From an optimization exercise on the open Yosys and OpenROAD flow, aimed at small area; shortcuts taken in it are not production practice. In this exercise RTL edits were held to simulation tests only and were not proved equivalent to the original. Power and IR drop assume default switching activity.

## db_filter
module db_filter ( clk,
					 rst, 
					 bs_luma,
					 bs_chroma_1, 
					 bs_chroma_2, 
                     qp1_i, qp2_i,
					 select,
					 p3_1_i, p2_1_i, p1_1_i, p0_1_i, q0_1_i, q1_1_i, q2_1_i, q3_1_i,
                     p3_2_i, p2_2_i, p1_2_i, p0_2_i, q0_2_i, q1_2_i, q2_2_i, q3_2_i,
                     p3_3_i, p2_3_i, p1_3_i, p0_3_i, q0_3_i, q1_3_i, q2_3_i, q3_3_i,
                     p3_4_i, p2_4_i, p1_4_i, p0_4_i, q0_4_i, q1_4_i, q2_4_i, q3_4_i,
					 p3_1_o, p2_1_o, p1_1_o, p0_1_o, q0_1_o, q1_1_o, q2_1_o, q3_1_o,
                     p3_2_o, p2_2_o, p1_2_o, p0_2_o, q0_2_o, q1_2_o, q2_2_o, q3_2_o,
                     p3_3_o, p2_3_o, p1_3_o, p0_3_o, q0_3_o, q1_3_o, q2_3_o, q3_3_o,
                     p3_4_o, p2_4_o, p1_4_o, p0_4_o, q0_4_o, q1_4_o, q2_4_o, q3_4_o
                    );
clock: 9.0 ns
lec_check: 0
cap_margin: 20
core_margin: 2
core_utilization: 40
slew_margin: 20
standard.sh (not shown) runs the stock make flow with config.mk's settings and CLKGATE_MAP_FILE= SYNTH_SCRIPT=/design/flow/synth_recipe.tcl, a recipe that flattens the netlist after the stock synthesis.
==> flow/flow/run.sh <==
#!/bin/bash
set -euo pipefail
HERE=$(pwd)
FLOWDIR=$HERE/flow

# ORFS synth.tcl with the ABC script replaced by ours
sed -e "s#-script \$abc_script#-script $FLOWDIR/abc_area.script#" \
    $FLOW_HOME/scripts/synth_preamble.tcl > $HERE/my_synth_preamble.tcl
sed -e "s#source \$::env(SCRIPTS_DIR)/synth_preamble.tcl#source $HERE/my_synth_preamble.tcl#" \
    $FLOW_HOME/scripts/synth.tcl > $HERE/my_synth.tcl
grep -q "my_synth_preamble.tcl" $HERE/my_synth.tcl
grep -q "$FLOWDIR/abc_area.script" $HERE/my_synth_preamble.tcl
# The standard flow's synthesis script, sourcing the modified synth.tcl
sed -e "s#source \$::env(SCRIPTS_DIR)/synth.tcl#source $HERE/my_synth.tcl#" \
    $HERE/synth_recipe.tcl > $HERE/my_synth_recipe.tcl
grep -q "my_synth.tcl" $HERE/my_synth_recipe.tcl
# standard.sh with our synthesis script
sed -e "s#SYNTH_SCRIPT=[^ ]*#SYNTH_SCRIPT=$HERE/my_synth_recipe.tcl#" $HERE/standard.sh > $HERE/my_standard.sh
grep -q "my_synth_recipe.tcl" $HERE/my_standard.sh

export SYNTH_ARGS="-noabc"
export BUFFER_PORTS_ARGS="-buffer_cell sky130_fd_sc_hd__buf_1"
if [[ -s $FLOWDIR/cts_args.txt ]]; then
  export CTS_ARGS="$(cat $FLOWDIR/cts_args.txt)"
fi
bash $HERE/my_standard.sh > $HERE/standard.log 2>&1
==> flow/flow/abc_area.script <==
&get -n
&st
&dch
&nf -R 1000
&put
==> flow/flow/cts_args.txt <==
-sink_clustering_enable -repair_clock_nets -dont_use_dummy_load -buf_list sky130_fd_sc_hd__clkbuf_8 -sink_clustering_size 16 -sink_clustering_max_diameter 60
Change:
==> flow/flow/cts_args.txt (replaced) <==
-sink_clustering_enable -repair_clock_nets -dont_use_dummy_load
- The changed run passed the timing, design-rule and antenna checks
- critical path depth falls by 1
- clock skew decreases by 47 ps
- cell count stays flat
- worst setup slack loses 4.1 ps
- wire length rose by 0.35%
- via count is about the same
- power climbs by 6.0%
- clock-buffer cell count fell by 2
- design area grows by 1.2%
- core utilization grows by 0.56 points
Change:
==> flow/run.sh (new file) <==
#!/bin/bash
# synth_recipe.tcl (not shown) runs the flow's synth.tcl, then flattens the netlist and writes it again
# the make line also repeats each setting of config.mk as NAME=value (left out here)
make -C /OpenROAD-flow-scripts/flow DESIGN_CONFIG=/design/flow/config.mk WORK_HOME=/design/flow/orfs CLKGATE_MAP_FILE= SYNTH_SCRIPT=/design/flow/synth_recipe.tcl finish
removed: flow/flow/run.sh
removed: flow/flow/abc_area.script
removed: flow/flow/cts_args.txt
removed: flow/standard.sh
After rerunning: Global-route usage climbs by 1.7 points; sequential cell count is unchanged; wire length climbs by about a fifth; core utilization climbs by 2.1 points; design area climbs by about a fifth; via count climbs by about a fifth; count of clock-buffer cells in the layout climbs by 33; clock power climbs by a quarter to a third; total power climbs by about a fifth; setup slack gets better by 7.2 ps; die area climbs by roughly a tenth.
Change:
--- a/flow/config.mk
+++ b/flow/config.mk
@@ -9,3 +9,4 @@
 export CORE_MARGIN = 2
 export CORE_UTILIZATION = 40
+export CTS_BUF_LIST = sky130_fd_sc_hd__clkbuf_4
 export SLEW_MARGIN = 20
Via count goes up by 2.5%; worst setup slack gets worse by 190 ps; cell area goes up by about 0.33%; hold slack gets better by 7.4 ps; clock-buffer cell count goes up by 153.
Change:
==> flow/flow/run.sh (new file) <==
#!/bin/bash
# Standard layout (standard.sh), with two changes to how it is made:
#  - Yosys's synth runs without its early "abc -fast" pass (SYNTH_ARGS=-noabc),
#    so extract_fa sees the adders before ABC restructures them; ORFS's own
#    ABC mapping runs later as usual.
#  - Port buffers are sky130_fd_sc_hd__buf_1 cells.
set -euo pipefail
export SYNTH_ARGS="-noabc"
export BUFFER_PORTS_ARGS="-buffer_cell sky130_fd_sc_hd__buf_1"
bash standard.sh > standard.log 2>&1
==> flow/standard.sh (new file) <==
#!/bin/bash
# synth_recipe.tcl (not shown) runs the flow's synth.tcl, then flattens the netlist and writes it again
# the make line also repeats each setting of config.mk as NAME=value (left out here)
make -C /OpenROAD-flow-scripts/flow DESIGN_CONFIG=/design/flow/config.mk WORK_HOME=/design/flow/orfs CLKGATE_MAP_FILE= SYNTH_SCRIPT=/design/flow/synth_recipe.tcl "${@:-finish}"
--- a/flow/config.mk
+++ b/flow/config.mk
@@ -9,4 +9,3 @@
 export CORE_MARGIN = 2
 export CORE_UTILIZATION = 40
-export CTS_BUF_LIST = sky130_fd_sc_hd__clkbuf_4
 export SLEW_MARGIN = 20
removed: flow/run.sh
Result:
- hold slack hardly moves
- total power goes down by a few percent
- setup slack improved by 170 ps
- maximum frequency goes up slightly
- non-clock buffer count goes down by 66
- synthesized cell count goes down by roughly a tenth
- core utilization goes down by 2.5 points
- via count goes down by roughly a tenth

== run A ==
db_filter, a different RTL version from the one above (not shown whole).
Size: roughly 4200 cells after synthesis, roughly 640 flip-flops, ~540 I/O pins.
clock: 9.0 ns
lec_check: 0
cap_margin: 20
core_margin: 2
core_utilization: 40
slew_margin: 20
==> flow/flow/run.sh <==
#!/bin/bash
set -euo pipefail
HERE=$(pwd)
FLOWDIR=$HERE/flow

# ORFS synth.tcl with the ABC script replaced by ours
sed -e "s#-script \$abc_script#-script $FLOWDIR/abc_area.script#" \
    $FLOW_HOME/scripts/synth_preamble.tcl > $HERE/my_synth_preamble.tcl
sed -e "s#source \$::env(SCRIPTS_DIR)/synth_preamble.tcl#source $HERE/my_synth_preamble.tcl#" \
    -e "s#extract_fa {\*}\[dont_use_extract_fa_args\]#extract_fa -fa#" \
    $FLOW_HOME/scripts/synth.tcl > $HERE/my_synth.tcl
grep -q "my_synth_preamble.tcl" $HERE/my_synth.tcl
grep -q "extract_fa -fa" $HERE/my_synth.tcl
grep -q "$FLOWDIR/abc_area.script" $HERE/my_synth_preamble.tcl
# The standard flow's synthesis script, sourcing the modified synth.tcl
sed -e "s#source \$::env(SCRIPTS_DIR)/synth.tcl#source $HERE/my_synth.tcl#" \
    $HERE/synth_recipe.tcl > $HERE/my_synth_recipe.tcl
grep -q "my_synth.tcl" $HERE/my_synth_recipe.tcl
# standard.sh with our synthesis script
sed -e "s#SYNTH_SCRIPT=[^ ]*#SYNTH_SCRIPT=$HERE/my_synth_recipe.tcl#" $HERE/standard.sh > $HERE/my_standard.sh
grep -q "my_synth_recipe.tcl" $HERE/my_standard.sh

export SYNTH_ARGS="-noabc"
export BUFFER_PORTS_ARGS="-buffer_cell sky130_fd_sc_hd__buf_1"
if [[ -s $FLOWDIR/cts_args.txt ]]; then
  export CTS_ARGS="$(cat $FLOWDIR/cts_args.txt)"
fi
bash $HERE/my_standard.sh > $HERE/standard.log 2>&1
==> flow/flow/abc_area.script <==
&get -n
&st
&dch
&nf -R 1000
&put
==> flow/flow/cts_args.txt <==
-sink_clustering_enable -repair_clock_nets -dont_use_dummy_load -buf_list sky130_fd_sc_hd__clkbuf_16 -sink_clustering_size 24 -sink_clustering_max_diameter 70
Run A went all the way through the flow, and no timing, DRC or antenna check failed.
Inputs modified between run A and run B:
==> flow/flow/cts_args.txt <==
-sink_clustering_enable -repair_clock_nets -dont_use_dummy_load -buf_list sky130_fd_sc_hd__clkbuf_8 -sink_clustering_size 16 -sink_clustering_max_diameter 60
Notes after the runs:
Run B ended with every stage complete and zero timing, DRC or antenna violations. Run B has post-CTS setup buffer count above what run A had. The run showing the greater layout overhead on the synthesized area is run A. Lower met1 capacity usage during global routing was reported by run B, not run A. Proportion of cell area occupied by registers of run A is on par with run B. In the final reports, the cell area of run B is smaller than that of run A.

job 1219:
db_filter, a different RTL version from the one above (not shown whole).
For scale: about 4200 cells after synthesis, ~650 flip-flops, ~540 I/O pins.
Settings: LEC_CHECK=0, CAP_MARGIN=20, CORE_MARGIN=2, CORE_UTILIZATION=65, SETUP_SLACK_MARGIN=0.1, SLEW_MARGIN=20; clock period 9.0 ns.
==> flow/flow/abc_area.script <==
strash
dch -f
amap -A 1000 -F 1000
==> flow/flow/cts_args.txt <==
-sink_clustering_enable -repair_clock_nets -dont_use_dummy_load -buf_list sky130_fd_sc_hd__clkbuf_8 -sink_clustering_size 14 -sink_clustering_max_diameter 60
Scripts as last shown in full above: flow/flow/run.sh
## Diff of input files: job 4373 against job 1219
# job 1219
export LEC_CHECK = 0
export CAP_MARGIN = 20
export CORE_MARGIN = 2
export CORE_UTILIZATION = 65
export SETUP_SLACK_MARGIN = 0.1
export SLEW_MARGIN = 20
create_clock -name core_clock -period 9.0 [get_ports {clk}]
# job 4373
export LEC_CHECK = 0
export CAP_MARGIN = 20
export CORE_MARGIN = 2
export CORE_UTILIZATION = 55
export SLEW_MARGIN = 20
create_clock -name core_clock -period 9.0 [get_ports {clk}]
==> flow/flow/cts_args.txt <==
-sink_clustering_enable -repair_clock_nets -dont_use_dummy_load -buf_list sky130_fd_sc_hd__clkbuf_8 -sink_clustering_size 16 -sink_clustering_max_diameter 60
--- outcome ---
Relative to job 1219, highest clock frequency the design can meet has gone down in job 4373.
First-pass GRT wire length delta (job 4373 -> job 1219): insignificant
Final area delta (job 4373 -> job 1219): insignificant
The final reports for job 4373 and job 1219 show final cycle utilization of the critical path higher in the former.
Diff job 1219 -> job 4373 | mean routed wirelength per cell | down slightly
Clock network fraction of design power was higher in job 4373 than in job 1219.
Job 4373 reports a higher sequential group share of total power than job 1219 does.
Relative to job 1219, routed wire length has increased by about 1.2% in job 4373.
Taking job 1219 as the reference, in job 4373 all-layer global routing usage fell by 5.9 points, initial antenna violation count fell by 2.
### job 4373 -> job 7886
# job 4373
export LEC_CHECK = 0
export CAP_MARGIN = 20
export CORE_MARGIN = 2
export CORE_UTILIZATION = 55
export SLEW_MARGIN = 20
create_clock -name core_clock -period 9.0 [get_ports {clk}]
# job 7886
export LEC_CHECK = 0
export CAP_MARGIN = 20
export CORE_MARGIN = 2
export CORE_UTILIZATION = 65
export SETUP_SLACK_MARGIN = 0.1
export SLEW_MARGIN = 20
create_clock -name core_clock -period 9.0 [get_ports {clk}]
Results
- The wire length in job 7886 sits 1.3% below the value recorded for job 4373.
- When job 7886 is set beside job 4373, its portion of total power attributed to the clock network turns out to be 0.6 points smaller.
- Relative area of clock buffers and inverters in the final design: job 4373 vs job 7886 — no meaningful difference
Input-level comparison between job 6815 and job 7886:
# job 7886
export LEC_CHECK = 0
export CAP_MARGIN = 20
export CORE_MARGIN = 2
export CORE_UTILIZATION = 65
export SETUP_SLACK_MARGIN = 0.1
export SLEW_MARGIN = 20
create_clock -name core_clock -period 9.0 [get_ports {clk}]
# job 6815
export LEC_CHECK = 0
export CAP_MARGIN = 20
export CORE_MARGIN = 2
export CORE_UTILIZATION = 50
export SETUP_SLACK_MARGIN = 0.1
export SLEW_MARGIN = 20
create_clock -name core_clock -period 9.0 [get_ports {clk}]
==> flow/flow/cts_args.txt <==
-sink_clustering_enable -repair_clock_nets -dont_use_dummy_load -buf_list sky130_fd_sc_hd__clkbuf_8 -sink_clustering_size 18 -sink_clustering_max_diameter 70
Results
Job 7886 → job 6815: aggregate routed wire length increased 3.5%, clock-pin slew on the worst setup and hold paths essentially unchanged.
Normalized max-slew margin improves in job 6815 relative to job 7886.
Job 7886 has a lower cell area than job 6815.
### job 6815 -> job 4335
# job 6815
export LEC_CHECK = 0
export CAP_MARGIN = 20
export CORE_MARGIN = 2
export CORE_UTILIZATION = 50
export SETUP_SLACK_MARGIN = 0.1
export SLEW_MARGIN = 20
create_clock -name core_clock -period 9.0 [get_ports {clk}]
# job 4335
export LEC_CHECK = 0
export CAP_MARGIN = 20
export CORE_MARGIN = 2
export CORE_UTILIZATION = 65
export SLEW_MARGIN = 20
create_clock -name core_clock -period 9.0 [get_ports {clk}]
==> flow/flow/cts_args.txt <==
-sink_clustering_enable -repair_clock_nets -dont_use_dummy_load -buf_list sky130_fd_sc_hd__clkbuf_8 -sink_clustering_size 16 -sink_clustering_max_diameter 60
Notes after the runs:
Relative to job 6815, the core outline area of job 4335 is lower by 21000 um2. Pin count of the biggest net entering global routing in job 4335 is 61 above job 6815. Measured against each other, job 4335 and job 6815 differ in met2 track demand over resource, the lower figure coming from job 6815. Summary of job 4335 over job 6815: shortest clock period the worst path allows after layout shows an increase of 87 ps, power density over the cells shows an increase of 3.0 nW/um2, area taken by flip-flops and latches shows no meaningful change, global-route usage shows an increase of 8.1 points. Die extent in y (job 6815 / job 4335): 1.14.

[static timing again, ports no longer ideal]
In the flow no input, the clock included, has a driving cell. The finished layouts below were timed again as built, in two steps. Step 1 (the two cells are an assumption about what drives the block):
set clk [get_ports {clk}]
set_driving_cell -lib_cell sky130_fd_sc_hd__clkbuf_16 $clk
set_driving_cell -lib_cell sky130_fd_sc_hd__buf_2 [delete_from_list [all_inputs] $clk]
Step 2 adds t to the input delays and takes it off the output delays; t is the mean of the earliest and latest rising clock arrival at the registers after step 1. Input paths then give back, and output paths get back, about the clock's delay inside the block. Slacks: ideal / step 1 / step 2; pairs: ideal / step 1.
run	t, ns	setup WS [ns]	worst data-port slew with drivers (ns)
the first run of note 1	0.840	0.233 / 0.160 / 0.380	0.15
the second run of note 1	0.738	0.228 / 0.156 / 0.418	0.15
the third run of note 1	0.788	0.236 / 0.153 / 0.297	0.14
the fourth run of note 1	1.293	0.046 / -0.025 / 0.305	0.14
the fifth run of note 1	0.762	0.213 / 0.135 / 0.410	0.10
run A	0.734	0.186 / 0.111 / 0.375	0.13
run B	0.830	0.213 / 0.142 / 0.315	0.13
job 1219	0.777	0.264 / 0.199 / 0.305	0.07
job 4373	0.762	0.216 / 0.157 / 0.317	0.07
job 7886	0.760	0.267 / 0.203 / 0.255	0.06
job 6815	0.808	0.290 / 0.224 / 0.369	0.09
job 4335	0.754	0.203 / 0.141 / 0.235	0.07
After both steps setup and hold are still met in every run listed. The setup slack of job 7886, which loses most, moves by -0.064 ns with the drivers and by -0.012 ns with both steps.
